Background: an optimization exercise with open tools, aiming at small area, a short achievable clock period and few clock cycles. Do not read the settings as production practice.
Function was not checked in any run shown here: the RTL went through the layout flow alone.

==> flow/design.v, too long to show whole: its modules and the start of the top module <==
// module complex_adder: 16 lines
// module complex_subtractor: 34 lines
// module cmul_w1: 475 lines
// module cmul_w2: 683 lines
// module cmul_w3: 475 lines
// module cmul_w6: 697 lines
// module cmul_w9: 463 lines
// module register_bank: 12 lines
// module ks_carry: 70 lines
// module butterfly_radix4: 39 lines
// module control_radix4: 19 lines
// module fft_radix4_top: 66 lines
module fft_radix4_top #(
    parameter WIDTH = 16
)(
    input wire clk,
    input wire rst_n,
    input wire start,
    input wire signed [WIDTH*16-1:0] data_in_real,
    input wire signed [WIDTH*16-1:0] data_in_imag,
    output wire signed [WIDTH*16-1:0] data_out_real,
    output wire signed [WIDTH*16-1:0] data_out_imag,
    output wire done,
    output wire valid
);
  // ...
==> flow/run.sh <==
#!/bin/bash
# synth_recipe.tcl (not shown) runs the flow's synth.tcl, then flattens the netlist and writes it again
# the make line also repeats each setting of config.mk as NAME=value (left out here)
make -C /OpenROAD-flow-scripts/flow DESIGN_CONFIG=/design/flow/config.mk WORK_HOME=/design/flow/orfs CLKGATE_MAP_FILE= SYNTH_SCRIPT=/design/flow/synth_recipe.tcl finish
==> flow/config.mk <==
export PLATFORM = sky130hd
export DESIGN_NAME = fft_radix4_top
export DESIGN_NICKNAME = fft_radix4_top
export VERILOG_FILES = /design/flow/design.v
export SDC_FILE = /design/flow/constraint.sdc
export NUM_CORES = 8
export LEC_CHECK = 0
export ABC_AREA = 1
export CAP_MARGIN = 20
export CORE_MARGIN = 2
export CORE_UTILIZATION = 40
export SLEW_MARGIN = 20
==> flow/constraint.sdc <==
create_clock -name core_clock -period 20.0 [get_ports {clk}]
set_input_delay 4.0000 -clock core_clock [delete_from_list [all_inputs] [get_ports {clk}]]
set_output_delay 4.0000 -clock core_clock [all_outputs]
set_load 0.01 [all_outputs]
==> summary.md, run 1 <==
| Metric | Value |
|---|---|
| XOR/XNOR share of the synthesized area | 8.61% |
| Inverters | 4716 |
| Footprint of the multi-input gates | 0.118 mm^2 |
| Synth Warn # | 5 |
| Max Clk Rate | 55.4 MHz |
| Worst stage delay on the critical path | 0.75 ns |
| Area of placed instances | 0.164 mm^2 |
| Synth top area cells | fa_1 (24%), ha_1 (19%), inv_1 (12%), dfxtp_1 (6.9%), xor2_1 (6.5%) |
| Final GP Congestion | 1.07 |
| Clock buffer count | 102 |
| Number of flops mapped to enable cells by yosys | 0 |
| Status | complete, no violations |
| Gr ovfl total | 0 |
| Core box area | 0.372 mm^2 |
| Finished Core Util | 44.8% |
| CP Data Required Time | 16.00 ns |
| Complex-gate fraction of the synthesized area | 12.7% |
| PostCTS Resize Cnt | 0 |
| Num CTS Buffers | 81 |
| Depth of the most critical reg-to-reg path | 55 |
| Dpl ws | 2.00 ns |
| Seq cells | 513 |
| Die Ht | 615 um |
| Top Usage Layer GRT | met2 |
| Synth top area share | 24.3% |
| Most common cell in the netlist | inv_1 |
| Unrepaired setup endpoints after global routing | no |
| Met3 wire length | 43700 um |
| # diodes | 54 |
==> module complex_adder, before the edit <==
module complex_adder #(
    parameter SUB = 0,
    parameter STYLE = 0
)(
    input  wire [15:0] a,
    input  wire [15:0] b,
    output wire [15:0] y
);
    wire [15:0] bb = SUB ? ~b : b;
    wire [15:0] p = a ^ bb;
    wire [15:0] c;
    ks_carry #(.N(16), .STYLE(STYLE)) kc (.p(p), .g(a & bb), .cin(SUB != 0), .c(c));
    wire [15:0] s = p ^ c;
    wire ovf = ~(a[15] ^ bb[15]) & (c[15] ^ a[15]);
    assign y = ovf ? {a[15], {15{~a[15]}}} : s;
endmodule
==> module complex_subtractor, before the edit <==
module complex_subtractor #(
    parameter STYLE = 0
)(
    input  wire [16:0] a,
    input  wire [16:0] b,
    input  wire        cin,
    output wire [15:0] y,
    output wire [15:0] f,
    output wire [15:0] g
);
    wire [16:0] p = a ^ b;
    wire [16:0] c;
    ks_carry #(.N(17), .STYLE(STYLE)) kc (.p(p), .g(a & b), .cin(cin), .c(c));
    wire [16:0] t = p ^ c;
    wire ovf = t[16] ^ t[15];
    wire [16:0] k = {a[15:0] | b[15:0], cin};
    wire [16:0] e = ~(p ^ k);
    wire [16:0] z;
    assign z[0] = 1'b1;
    genvar i;
    generate
        for (i = 1; i < 17; i = i + 1) begin : zm
            assign z[i] = &e[i-1:0];
        end
    endgenerate
    wire pos = ~t[16] & ~(z[16] & ~ovf) ;   
    wire [15:0] tm1 = t[15:0] ^ z[15:0];     
    wire is_min = t[15] & z[15];             
    assign y = ovf ? {t[16], {15{~t[16]}}} : t[15:0];
    assign f = ovf ? (t[16] ? 16'h8001 : 16'h7ffe) :
               pos ? tm1 : {t[15:1], t[0] | is_min};
    assign g = ovf ? (t[16] ? 16'h7fff : 16'h8001) :
               t[15] ? ~t[15:0] : ~tm1;
endmodule
==> inputs of run 2 (changes only) <==
--- a/flow/design.v
+++ b/flow/design.v
@@ -1,6 +1,6 @@
 module complex_adder #(
     parameter SUB = 0,
-    parameter STYLE = 0
+    parameter STYLE = 1
 )(
     input  wire [15:0] a,
     input  wire [15:0] b,
@@ -15,7 +15,7 @@
     assign y = ovf ? {a[15], {15{~a[15]}}} : s;
 endmodule
 module complex_subtractor #(
-    parameter STYLE = 0
+    parameter STYLE = 2
 )(
     input  wire [16:0] a,
     input  wire [16:0] b,
==> summary.md, run 2 <==
| Metric | Value |
|---|---|
| Status | complete, no violations |
| Number of global-route vias before repair | 118000 |
| Top flop regs | bank.data_out_imag: 256 flops, bank.data_out_real: 256 flops, ctrl.busy: 1 flops |
| CP Capture Type | output port |
| Depth of the most critical reg-to-reg path | 79 (+44%) |
| Initial Utilization | 40.2% |
| DRT iter0 DRCs | 9183 |
| Footprint of the multi-input gates | 0.111 mm^2 (-5.3%) |
| Clock Sinks | 513 |
| Seq/Total Area, Yosys | 7.25% |
| Synth async-reset ratio | 0.195% |
| Fill count | 35500 |
| CP most frequent cell | nand2_1 |
| CTS tree | done |
| Number of flops mapped to enable cells by yosys | 0 (unchanged) |
| Max Clk Rate | 52.3 MHz (-5.7%) |
| Critical path type | in -> out |
| Post-route cell area | 0.161 mm^2 |
| Hold Fails Final Rpt | 0 |
| I/O Buffers | 1028 |
| Initial antenna violation count | 73 |
| Synth Cell Area | 0.142 mm^2 |
| Worst stage delay on the critical path | 0.81 ns (+0.06 ns) |
| Non-Filler Instances | 23100 |
| Die ar. | 0.359 mm^2 |
| Final setup skew | 0.0691 ns |
| R2r startpoint | ctrl.busy$_DFF_PN0_ |
| CP Data Required Time | 16.00 ns (about the same) |
| Area of placed instances | 0.157 mm^2 (-3.9%) |
| Worst Hold Endpoint | bank.data_out_imag[63]$_DFF_P_ |
| Hold Slack | 1.39 ns |
| Drt pass-1 iters | 9 |
| Leading area contributor after synthesis | fa_1 |
| Post-Syn Area per Cell | 8.14 um^2 |
| Final nets | 23100 |
| Drt via density | 5.04 |
| Flop and latch count out of synthesis | 513 |
| First-pass GRT wire length | 861000 um |
| DR vias | 117000 |
| DRC Markers | 0 |
| Max Slew Vio Count | 0 |
| Largest net degree at the start of global routing | 133 |
| FF/Latch Area | 0.0103 mm^2 |
| Clk Latency, worst-skew pair | 0.87 ns |
| Gr ovfl total | 0 (unchanged) |
| Rel. slew slack | 11.6% |
| Max FO, Critical Path | 13 |
| Synth top area share | 30.2% (+5.9 points) |
| Remaining antenna violation count after routing | 0 |
| Synth Warn # | 5 (unchanged) |
| Hold Crit Start | bank.data_out_imag[255]$_DFF_P_ |
| Synth top area cells | fa_1 (30%), ha_1 (19%), inv_1 (12%), dfxtp_1 (7.2%), nand2_1 (6.0%) |
| Max clock buf depth | 4 |
| Core box area | 0.353 mm^2 (-5.2%) |
| Root Buffer | clkbuf_16 |
| Cells after Synth | 17400 |
| All-Layer GR Usage | 34.0% |
| Final GP Congestion | 1.04 (-2.8%) |
| Share of cells above drive strength 1 | 5.31% |
| Reg2reg end | bank.data_out_imag[159]$_DFF_P_ |
| CP Data Arrival Time | 15.12 ns |
| Num CTS Buffers | 85 (+4.9%) |
| Post-CTS Setup Bufs | 0 |
| Hold path depth | 7 |
| Setup violators final | 0 |
| Detail Placement HPWL | 553000 um |
| Drt wl/cell | 26.6 um |
| Netlist cell types | 77 |
| # rows | 218 |
| Final period util | 95.6% |
| Die X | 599 um |
| List of most frequent post-synthesis cells | inv_1 (4488), nand2_1 (2264), ha_1 (2164) |
| Slew @ Worst Pin | 1.31 ns |
| Die Ht | 599 um (-2.6%) |
| Critical Path Start Type | input pin |
| Flop2flop setup slack | 3.90 ns |
| Slowest cell on crit path | fa_1 |
| Placed insts | 22900 |
| Most common cell after layout, fill and taps aside | inv_1 |
| Fin crit period | 19.12 ns |
| Worst Hold Class | reg -> reg |
| Most common cell in the netlist | inv_1 |
| Clock transition at path regs | 0.06 ns |
| Commonest non-fill, non-tap cells in the layout | inv_1 (4488), nand2_1 (2261), ha_1 (2164) |
| Post-Syn Nets | 22200 |
| Post-Route WL | 615000 um |
| Htree depth | 3 |
| Layout area overhead | 13.4% |
| # IOs | 1029 |
| Synth Flop Type | dfxtp_1 |
| Max-Cap Viols | 0 |
-- run 2: cells by family (layout without fill, tap and decap cells) --
| kind of cell | Yosys count | count (layout) | share of synthesized area (%) |
|---|---|---|---|
| compound gates | 2305 | 2305 | 9.18 |
| mux | 214 | 214 | 1.69 |
| other cells | 0 | 52 | 0 |
| xor+xnor | 1071 | 1071 | 6.65 |
| buf+inv | 5107 | 6052 | 14.3 |
| flops | 513 | 513 | 7.25 |
| fa+ha+maj | 4301 | 4301 | 49.3 |
| simple gates | 3884 | 3884 | 11.7 |
-- run 2: routing by layer --
metal | up-vias | routed length [um] | global-route usage, %
met5 | - | 115 | 0
met4 | 18 | 54100 | 24.3
met3 | 980 | 36800 | 5.17
met2 | 3907 | 283000 | 55.6
met1 | 57400 | 241000 | 41.0
li1 | 54300 | - | -
-- run 2: layout make-up --
| class | count | area share [%] |
|---|---|---|
| antenna | 52 | 0.0810 |
| clock buffer | 104 | 1.45 |
| clock inverter | 43 | 0.363 |
| inverter | 4524 | 10.6 |
| multi-input combinational | 11800 | 69.4 |
| sequential | 513 | 6.40 |
| tap | 4730 | 3.69 |
| timing repair buffer | 1381 | 8.09 |
-- run 2: worst max-delay path by stage --
stage                           start                               to  slack, ns  depth (start not counted)
global placement    data_in_real[113]  bank.data_out_real[191]$_DFF_P_       0.29                         77
global route         data_in_imag[33]               data_out_imag[158]      -0.02                         64
finish               data_in_imag[49]               data_out_imag[253]       0.88                         53
detailed placement  data_in_real[113]  bank.data_out_real[191]$_DFF_P_      -0.01                         77
floorplan           data_in_real[241]  bank.data_out_real[191]$_DFF_P_       3.33                         74
CTS                 data_in_real[113]               data_out_real[234]       0.46                         65
-- run 2: timing repair --
action / CTS / global route
endpoints found under the setup margin: 0 / 79
hold buffers: 0 / 0
gates resized for setup: 0 / 35
-- run 2: critical path: cells and delay by family --
family                   cells  cell delay, ns
buffers and inverters        9            2.11
AO/OA/AOI/OAI               18            4.02
AND/OR/NAND/NOR             23            3.42
adder cells (fa/ha/maj)      3            1.50
-- run 2: through the flow --
step / util [%] / TNS, ns / worst slack, ns
CTS: 45.5 / 0 / 0.465
global placement: 44.6 / 0 / 0.292
global route: 45.5 / -0.0164 / -0.0164
detailed placement: 44.7 / -0.0102 / -0.0102
finish: 45.5 / 0 / 0.878
floorplan: - / 0 / 3.33
==> inputs of run 3 (changes only) <==
--- a/flow/design.v
+++ b/flow/design.v
@@ -1,6 +1,6 @@
 module complex_adder #(
     parameter SUB = 0,
-    parameter STYLE = 1
+    parameter STYLE = 0
 )(
     input  wire [15:0] a,
     input  wire [15:0] b,
@@ -15,7 +15,7 @@
     assign y = ovf ? {a[15], {15{~a[15]}}} : s;
 endmodule
 module complex_subtractor #(
-    parameter STYLE = 2
+    parameter STYLE = 0
 )(
     input  wire [16:0] a,
     input  wire [16:0] b,
--- a/flow/config.mk
+++ b/flow/config.mk
@@ -9,4 +9,6 @@
 export CAP_MARGIN = 20
 export CORE_MARGIN = 2
 export CORE_UTILIZATION = 40
+export SETUP_SLACK_MARGIN = 5
 export SLEW_MARGIN = 20
+export TNS_END_PERCENT = 0
==> summary.md, run 3 <==
| Metric | Value |
|---|---|
| Number of flops mapped to enable cells by yosys | 0 (unchanged) |
| Max Clk Rate | 65.7 MHz (+26%) |
| I/O Buffers | 1028 (unchanged) |
| CP Capture Type | output port |
| Final setup skew | 0.0867 ns (+0.0176 ns) |
| Most common cell after layout, fill and taps aside | inv_1 |
| Reg2reg end | bank.data_out_real[239]$_DFF_P_ |
| Layout area overhead | 20.4% |
| CP most frequent cell | buf_4 |
| Worst stage delay on the critical path | 0.41 ns (-0.40 ns) |
| Detail Placement HPWL | 580000 um (+5.0%) |
| CP Data Required Time | 16.00 ns (about the same) |
| Number of global-route vias before repair | 131000 (+11%) |
| Rel. slew slack | 12.9% (+1.4 points) |
| Die ar. | 0.378 mm^2 (+5.3%) |
| Status | complete, no violations |
| Flop and latch count out of synthesis | 513 (unchanged) |
| Hold Fails Final Rpt | 0 (unchanged) |
| Max-Cap Viols | 0 (unchanged) |
| Max FO, Critical Path | 7 (-6) |
| Area of placed instances | 0.164 mm^2 (+4.0%) |
| Worst Hold Class | reg -> reg |
| Clock Sinks | 513 (unchanged) |
| DR vias | 134000 (+15%) |
| Share of cells above drive strength 1 | 13.8% (+8.5 points) |
| Final period util | 76.1% (-19 points) |
| Critical path type | in -> out |
| Synth Warn # | 5 (unchanged) |
| Drt via density | 5.22 (+3.6%) |
| Leading area contributor after synthesis | fa_1 |
| Setup crit start | data_in_real[100] |
| Final GP Congestion | 1.07 (+2.9%) |
| Synth async-reset ratio | 0.195% (unchanged) |
| Die X | 615 um (+2.6%) |
| Netlist cell types | 84 (+9.1%) |
| Drt wl/cell | 25.9 um (-2.4%) |
| Final nets | 25100 (+8.9%) |
| R2r startpoint | ctrl.busy$_DFF_PN0_ |
| Largest net degree at the start of global routing | 111 (-17%) |
| Cells after Synth | 19500 (+12%) |
| Slew @ Worst Pin | 1.30 ns (-0.0112 ns) |
| Crit path capture | data_out_real[131] |
| Flop2flop setup slack | 6.30 ns (+2.40 ns) |
| Synth top area share | 24.3% (-5.9 points) |
| All-Layer GR Usage | 34.1% (+0.11 points) |
| Synth top area cells | fa_1 (24%), ha_1 (19%), inv_1 (12%), dfxtp_1 (6.9%), xor2_1 (6.5%) |
| Die Ht | 615 um (+2.6%) |
| CTS tree | done |
| Synth Flop Type | dfxtp_1 |
| Most common cell in the netlist | inv_1 |
| Root Buffer | clkbuf_16 |
| Remaining antenna violation count after routing | 0 (unchanged) |
| Max Slew Vio Count | 0 (unchanged) |
| Clk Latency, worst-skew pair | 0.89 ns (+0.02 ns) |
| Slowest cell on crit path | clkdlybuf4s50_1 |
| Gr ovfl total | 0 (unchanged) |
| List of most frequent post-synthesis cells | inv_1 (4633), nand2_1 (2541), ha_1 (2226) |
| CP Data Arrival Time | 11.22 ns (-3.90 ns) |
| Seq/Total Area, Yosys | 6.88% (-0.37 points) |
| Max clock buf depth | 4 (unchanged) |
| Setup_tns | 0 ns (unchanged) |
| Unrepaired setup endpoints after global routing | yes |
| Depth of the most critical reg-to-reg path | 51 (-35%) |
| DRC Markers | 0 (unchanged) |
| Htree depth | 3 (unchanged) |
| Post-Route WL | 666000 um (+8.4%) |
| Drt pass-1 iters | 7 (-2) |
| Post-Syn Area per Cell | 7.67 um^2 (-5.9%) |
| Setup violators final | 0 (unchanged) |
| Post-Syn Nets | 24000 (+8.1%) |
| Num CTS Buffers | 81 (-4.7%) |
| Initial Utilization | 40.1% (-0.042 points) |
| Clock transition at path regs | 0.05 ns (about the same) |
| # rows | 224 (+2.8%) |
| Commonest non-fill, non-tap cells in the layout | inv_1 (4523), nand2_1 (2395), ha_1 (2034) |
| First-pass GRT wire length | 933000 um (+8.5%) |
| Post-route cell area | 0.180 mm^2 (+12%) |
| Synth Cell Area | 0.149 mm^2 (+5.3%) |
| Hold Slack | 1.29 ns (-0.0991 ns) |
| Top flop regs | bank.data_out_imag: 256 flops, bank.data_out_real: 256 flops, ctrl.busy: 1 flops |
| Core box area | 0.372 mm^2 (+5.5%) |
| DRT iter0 DRCs | 11300 (+23%) |
| Critical Path Start Type | input pin |
| Initial antenna violation count | 85 (+16%) |
| Fin crit period | 15.22 ns (-3.90 ns) |
| # IOs | 1029 (unchanged) |
==> run 3: cell types whose count changed in the layout (fill, tap and decap cells not counted), moves of 130 or more <==
cell / before / now
xor2_1: 596 / 1071
a21oi_1: 818 / 1205
fa_1: 2136 / 1803
buf_4: 349 / 660
clkdlybuf4s50_1: 1028 / 766
o21ai_0: 783 / 578
o21ai_2: 20 / 204
o21ai_1: 102 / 273
a21oi_2: 19 / 188
xnor2_1: 468 / 333
nand2_1: 2261 / 2395
ha_1: 2164 / 2034
==> run 3: final cells by class <==
type	count	area [um^2]
flip-flops and latches	513	10300
repair inverters	7	45.0
fillers	36900	192000
clock buffers	102	2230
repair buffers	1753	16400
clock inverters	42	603
well taps	4972	6220
diodes	49	123
multi-input cells	13500	126000
inverters	4716	18000
==> run 3: routing by layer <==
metal | up-vias | share of wire [%] | track usage (%)
li1 | 62100 | - | -
met1 | 65500 | 41 | 44.4
met2 | 5334 | 43 | 52.7
met3 | 1138 | 7.1 | 5.19
met4 | 24 | 8.2 | 22.4
met5 | - | 0.024 | 0
==> run 3: worst min-delay path by stage <==
stage,start,end,slack [ns],cells past startpoint
2_1_floorplan,bank.data_out_real[47]$_DFF_P_,bank.data_out_real[192]$_DFF_P_,1.01,7
3_3_place_gp,bank.data_out_imag[15]$_DFF_P_,bank.data_out_imag[15]$_DFF_P_,1.24,9
3_5_place_dp,bank.data_out_imag[15]$_DFF_P_,bank.data_out_imag[15]$_DFF_P_,1.24,9
4_1_cts,bank.data_out_imag[15]$_DFF_P_,bank.data_out_imag[15]$_DFF_P_,1.39,9
5_1_grt,bank.data_out_real[176]$_DFF_P_,bank.data_out_imag[160]$_SDFF_PP1_,1.39,10
6_report,bank.data_out_real[176]$_DFF_P_,bank.data_out_imag[160]$_SDFF_PP1_,1.29,10
==> run 3: per-stage QoR <==
stage          cells  setup WS, ns  util, %
3_5_place_dp   25000          2.00     44.0
6_report       25700          4.78     48.3
4_1_cts        25400          4.72     46.7
2_1_floorplan  19500          5.08        -
3_3_place_gp   25000          2.08     44.0
5_1_grt        25700          4.49     48.3
==> run 3: what timing repair did <==
action,CTS,global route
setup buffers,249,242
resized for setup,1615,1085
setup endpoints to repair,764,733
gates cloned,9,6
hold buffers,0,0
pin swaps,151,266
==> run 3: logic make-up (layout without fill, tap and decap cells) <==
logic type,after synthesis,count (layout),synth area share [%]
flip-flops,513,513,6.88
AO/OA/AOI/OAI,3362,3365,12.7
adder cells (fa/ha/maj),4036,4036,42.9
multiplexers,232,232,1.74
buffers and inverters,5439,6620,14.5
AND/OR/NAND/NOR,4423,4427,12.7
other,0,49,0
XOR/XNOR,1464,1464,8.61
==> run 3: worst max-delay path, delay by kind of cell <==
family	cells	cell delay, ns
buffers and inverters	33	4.18
AO/OA/AOI/OAI	12	1.77
adder cells (fa/ha/maj)	2	0.57
multiplexers	1	0.34
AND/OR/NAND/NOR	5	0.34

separate check: timing with driven ports:
The results above use ideal ports. As a check the final layouts listed here were re-extracted and re-timed, cells and wires unchanged.
Step 1: set_driving_cell puts a clkbuf_16 on clk and a buf_2 on each other input, an assumption about the parent block.
Step 2 times the ports against the registers' clock, not the clock port: input delays grow and output delays shrink by t, the midpoint of the rising clock arrivals with the driver on.
a / b / c = ideal ports / drivers / drivers and shift; a / b = the first two.
run	shift t [ns]	setup WS [ns]	hold slack, ns	worst setup path at the end
run 1	0.961	1.960 / 1.932 / 1.820	1.280 / 1.280 / 1.280	input to register
run 2	0.947	0.878 / 0.849 / 0.659	1.389 / 1.389 / 1.389	input to register
run 3	0.968	4.777 / 4.663 / 4.079	1.290 / 1.290 / 1.290	input to register
After both steps every run listed still meets setup and hold. For run 3, which loses most, drivers alone change the setup slack by -0.114 ns; drivers and shift together by -0.698 ns.
